Background: an optimization exercise with open tools, aiming at small area, a short achievable clock period and few clock cycles per item. Do not read the settings as production practice. The RTL was checked by simulation tests, not by an equivalence proof against the original design. Power and IR drop assume default switching activity.

**flow/run.sh**
```bash
#!/bin/bash
# synth_recipe.tcl (not shown) runs the flow's synth.tcl, then flattens the netlist and writes it again
# the make line also repeats each setting of config.mk as NAME=value (left out here)
make -C /OpenROAD-flow-scripts/flow DESIGN_CONFIG=/design/flow/config.mk WORK_HOME=/design/flow/orfs CLKGATE_MAP_FILE= SYNTH_SCRIPT=/design/flow/synth_recipe.tcl finish
```
**flow/config.mk**
```make
export PLATFORM = sky130hd
export DESIGN_NAME = sequential2
export DESIGN_NICKNAME = sequential2
export VERILOG_FILES = /design/flow/design.v
export SDC_FILE = /design/flow/constraint.sdc
export NUM_CORES = 4
export LEC_CHECK = 0
export CAP_MARGIN = 20
export CORE_MARGIN = 2
export CORE_UTILIZATION = 40
export SLEW_MARGIN = 20
```
**flow/constraint.sdc**
```tcl
create_clock -name core_clock -period 20.0 [get_ports {clk}]
set_input_delay 4.0000 -clock core_clock [delete_from_list [all_inputs] [get_ports {clk}]]
set_output_delay 4.0000 -clock core_clock [all_outputs]
set_load 0.01 [all_outputs]
```
**flow/design.v**
```verilog
`timescale 1ns / 1ps
module sequential2(
    input logic clk,
    input logic rst_n,
    input logic valid,  
    input logic direction,  
    input logic [15:0] distance,  
    output logic ready,  
    output logic [15:0] zero_count,  
    output logic [6:0] position  
    );
    logic [6:0] new_pos;   
    logic [6:0] distance_mod;  
    logic busy;  
    logic [15:0] crossovers;  
    logic direction_q;  
    logic [15:0] distance_q;  
    logic [15:0] temp;  
    logic [7:0] temp_sum;  
    always_comb begin
        temp = distance_q;  
        if (temp >= 16'd51200) temp = temp - 16'd51200;  
        if (temp >= 16'd25600) temp = temp - 16'd25600;  
        if (temp >= 16'd12800) temp = temp - 16'd12800;  
        if (temp >= 16'd6400) temp = temp - 16'd6400;   
        if (temp >= 16'd3200) temp = temp - 16'd3200;   
        if (temp >= 16'd1600) temp = temp - 16'd1600;   
        if (temp >= 16'd800)  temp = temp - 16'd800;    
        if (temp >= 16'd400)  temp = temp - 16'd400;    
        if (temp >= 16'd200)  temp = temp - 16'd200;    
        if (temp >= 16'd100)  temp = temp - 16'd100;    
        distance_mod = temp[6:0];  
    end
    always_comb begin
        if (direction_q) begin  
            if (position == 7'd0) begin
                crossovers = distance_q / 16'd100;
            end else begin
                logic [6:0] first_zero_dist;
                first_zero_dist = 7'd100 - position;  
                if (distance_q < first_zero_dist) begin
                    crossovers = 16'd0;  
                end else begin
                    logic [15:0] remaining;  
                    remaining = distance_q - first_zero_dist;  
                    crossovers = 16'd1 + (remaining / 16'd100);  
                end
            end
        end else begin  
            if (position == 7'd0) begin
                crossovers = distance_q / 16'd100;  
            end else if (distance_q < position) begin
                crossovers = 16'd0;  
            end else begin
                logic [15:0] after_first;
                after_first = distance_q - position;  
                crossovers = 16'd1 + (after_first / 16'd100);  
            end
        end
    end
    always_comb begin
        temp_sum = 8'd0;  
        if (direction_q) begin  
            temp_sum = position + distance_mod;
            if (temp_sum >= 8'd100) begin
                new_pos = temp_sum - 8'd100;  
            end else begin
                new_pos = temp_sum[6:0];  
            end
        end else begin
            if (position >= distance_mod) begin
                new_pos = position - distance_mod;  
            end else begin
                new_pos = 7'd100 - (distance_mod - position);  
            end
        end
    end
    always_ff @(posedge clk or negedge rst_n) begin
        if (!rst_n) begin
            position <= 7'd50;  
            zero_count <= 16'd0;  
            ready <= 1'b1;  
            busy <= 1'b0;
            direction_q <= 1'b0;
            distance_q <= 16'd0;
        end else begin
            if (busy) begin  
                position <= new_pos;
                zero_count <= zero_count + crossovers;
                busy <= 1'b0;
                ready <= 1'b1;
            end else if (valid && ready) begin
                direction_q <= direction;  
                distance_q <= distance;
                busy <= 1'b1;  
                ready <= 1'b0;
            end
        end
    end
endmodule
```
==> results list <==
* Most frequent cell on the critical path: ha_1
- Buffers placed on the I/O ports in this run total 43.
- The area growth from synthesis to layout is 7.11%.
* Post-route minimum period: about 18 ns
* Netlist Area Pre-Place: 14100 µm²
- The largest individual stage delay along the critical path comes from the cell dfrtp_1.
- Share of the clock period used by the worst path: 0.892
- Hold violation total from the final report: 0
- Kind of path behind the tightest hold check: reg2reg
- Count of maximum capacitance violations: 0
- The worst setup path is of the reg2reg kind.
- Synthesized area per cell: 7.14 µm²
* Final setup skew: 0.00919 ns
- Leakage dissipation: 0.00566 µW
* Number of setup buffers added after CTS: 0
- Cell accounting for the most synthesized area: dfrtp_1
- Path length in cells of the critical path: 70
* Delay of the slowest cell on the worst path: around 0.87 ns
- The root buffer cell chosen for the clock tree is clkbuf_16.
- Along the worst path, the maximum fanout reaches 24.
- Outcome: finished clean
* Syn_nets: between 2000 and 2500
* Post-route worst hold slack: approximately 0.50 ns
- Die Area: 36700 µm²
* Effective utilization at floorplan: 0.406
* Initial detailed-routing violation count: around 1300
- Unique masters post-synth: between 100 and 150
- For this run, design rule violations remaining after detail routing come to 0.
- Number of buffers inserted by hold repair at cts: 0
- Global-route usage over all layers: 0.241
* FILL cells: between 3000 and 4000
* Ys flop type: dfrtp_1
- For this design the ratio of total power to cell area is 13.5 nW/µm².
- Counting instances, the worst hold path has a depth of 1.
- Data arrival time of the critical path: 18.05 ns
- Via count: around 16000
* Kind of cell adding the most delay to the critical path: simple AND/OR/NAND/NOR gates
* Routed Wire Length: 45500 µm
- STA classifies the critical path endpoint as a register.
* Number of antenna violations at the first check in global routing: 0
* Fmax: 56.1 MHz
- Actual transition at the worst max-transition pin: between 1 and 1.5 ns
* Data required, critical path: 20.22 ns
* Core Rows: 68
- Aggregate global routing overflow: 0
- Synth warnings: 1
- For this design, the sink count on the clock tree is 42.
- 0 antenna diodes ended up in the layout.
- Detailed placement HPWL: 35800 µm
- Measured on the finished design, the core utilization comes to 0.435.
- Y dimension of the die: around 190 µm
- I/O pin count: 44
* Sequential share of the synthesized area: 0.0750
* Setup_tns: 0 ns
* Kind of start point of the critical path: register
- The placed instances occupy a cell area of 14900 µm².
- Floorplan die width: approximately 190 µm
- The share of synthesized area in the top cell type comes to 0.0676.
* Pins over their slew limit: 0
- In the final layout, the share of cells above drive strength 1 is 0.0844.
- After routing the design area is 15100 µm².
- The total area inside the core boundary comes to around 35000 µm².
- The first global-routing pass estimated 73800 µm of wire.
* Slew Limit Headroom: 0.312
- Number of setup violations in the final report: 0
- No sink is reached through more buffers than the 2 on the longest clock path.
* Worst R2R Path Depth: 70
- The number of buffers and inverters on the critical path is 5.
- In the synthesized netlist, the number of instances is 1972.
- In this run, synthesis inferred 0 flip-flops with an integrated enable.
* Clock latency reported for the late side of the worst-skew pair: approximately 0.3 ns
- Mean routed wirelength per cell: 18.8 µm
- H-tree depth: 2
- The congestion estimate from routability-driven global placement came to 0.928.
- Entering global routing, the biggest net connects 43 pins.
* Clock tree from TritonCTS: built
- In the routed layout, each cell is associated on average with a via count of between 6 and 7.
- VDD sags by at most 0.0288 mV.
- The count of nets left with antenna violations once routing finished came out at 0.
- Final #Nets: 2068
- In this run, synthesis produced a sequential element count of 42.
* Vias in the first global route: 14238
- After clock tree synthesis, the clock-pin slew on the worst setup and hold paths is 0.07 ns.
* RSZ-0062 raised after global routing: false
- Counting flops with an async set or reset pin after synthesis yields a share of 1.00.
- Clock tree synthesis inserted a total of 5 buffers.
* Number of search-and-repair iterations in the first detailed-routing pass: 5
- Cts repair resizes: 0
* Top cells by area, synth: dfrtp_1 (6.8%), xnor2_1 (6.7%), ha_1 (6.5%)
## power by group
part / internal, µW / switching (µW)
Sequential: 84.9 / 0
Clock: 71.9 / 39.6
Combinational: 3.44 / 3.05
## logic make-up after synthesis
logic type / synth area share
compound gates: 0.391
simple gates: 0.272
xor+xnor: 0.0876
buf+inv: 0.0388
fa+ha+maj: 0.0798
mux: 0.0555
flops: 0.0750
other cells: 0.000266
## per-layer routing
metal	up-vias	routed length, µm	global-route usage
li1	7637	-	-
met1	7491	21500	0.348
met2	536	20600	0.388
met3	55	2780	0.0225
met4	0	702	0.0482
met5	-	0	0
## metrics by stage
step / setup slack, ns / cells / total power, µW
after floorplan: 5.05 / 1972 / 86.9
after global placement: 3.35 / 2413 / 93.1
after detailed placement: 2.45 / 2413 / 93.2
after CTS: 2.38 / 2421 / 205
after global routing: 0.332 / 2422 / 209
final: 2.17 / 2422 / 203
## path summary, 6_finish.rpt
kind | from | end | slack (ns)
min in group asynchronous | rst_n | zero_count[11] | 3.79
hold / removal | zero_count[11] | zero_count[11] | 0.50
setup reg to reg | distance_q[11] | position[5] | 2.17
setup / recovery | distance_q[11] | position[5] | 2.17
hold reg to reg | zero_count[11] | zero_count[11] | 0.50
max in group asynchronous | rst_n | distance_q[7] | 15.78
## state kept, by name, summed over array words and instances, names as in the netlist
register / cells
busy: 1
distance_q: 16
zero_count: 16
position: 7
direction_q: 1
ready: 1
## cell usage after synthesis, types with 44 or more instances
library cell	count
nand2_1	177
nor2_1	170
o21ai_0	140
a21oi_1	125
xnor2_1	108
nand3_1	88
ha_1	73
inv_1	57
nor3_1	57
a31oi_1	52
o211ai_1	45
clkbuf_1	44
## cell usage in the layout (no fill, tap or decap), drive strengths merged, types with 22 or more instances in the layout
master and instances:
a211oi 30, a21o 32, a21oi 129, a31oi 54, and2 30, and3 22, clkdlybuf4s50 42, dfrtp 38
ha 73, inv 58, mux2 31, mux2i 40, nand2 178, nand3 89, nand4 23, nor2 171
nor3 64, nor4 31, o211ai 50, o21a 32, o21ai 151, o31ai 27, or2 22, or3 26
xnor2 109, xor2 30
## layout make-up
type | count | area [µm²] | area share
clock buffers | 5 | 125 | 0.00830
flip-flops and latches | 42 | 1060 | 0.0701
repair buffers | 58 | 538 | 0.0357
well taps | 455 | 569 | 0.0378
multi-input cells | 1797 | 12500 | 0.828
inverters | 62 | 233 | 0.0154
clock inverters | 3 | 68.8 | 0.00457
Testbench counts, summed over its fixed seeds: cycles 48,008, items 24,000.

-- separate check: timing with driven ports --
The results above use ideal ports. As a check the final layout listed here was re-extracted and re-timed, cells and wires unchanged. Step 1 assumes that a clkbuf_16 drives the clock port and a buf_2 every other input. Step 2 times the ports against the registers' clock, not the clock port: input delays grow and output delays shrink by t, the midpoint of the rising clock arrivals with the driver on. Three values: ideal ports, drivers, drivers and shift; two values: the first two.
t, ns: 0.341
setup slack, ns: 2.167 / 2.167 / 2.167
worst slew at a driven data input, ns: 0.04
After both steps this run still meets setup and hold. For this run, drivers alone change the setup slack by 0.000 ns; drivers and shift together by 0.000 ns.
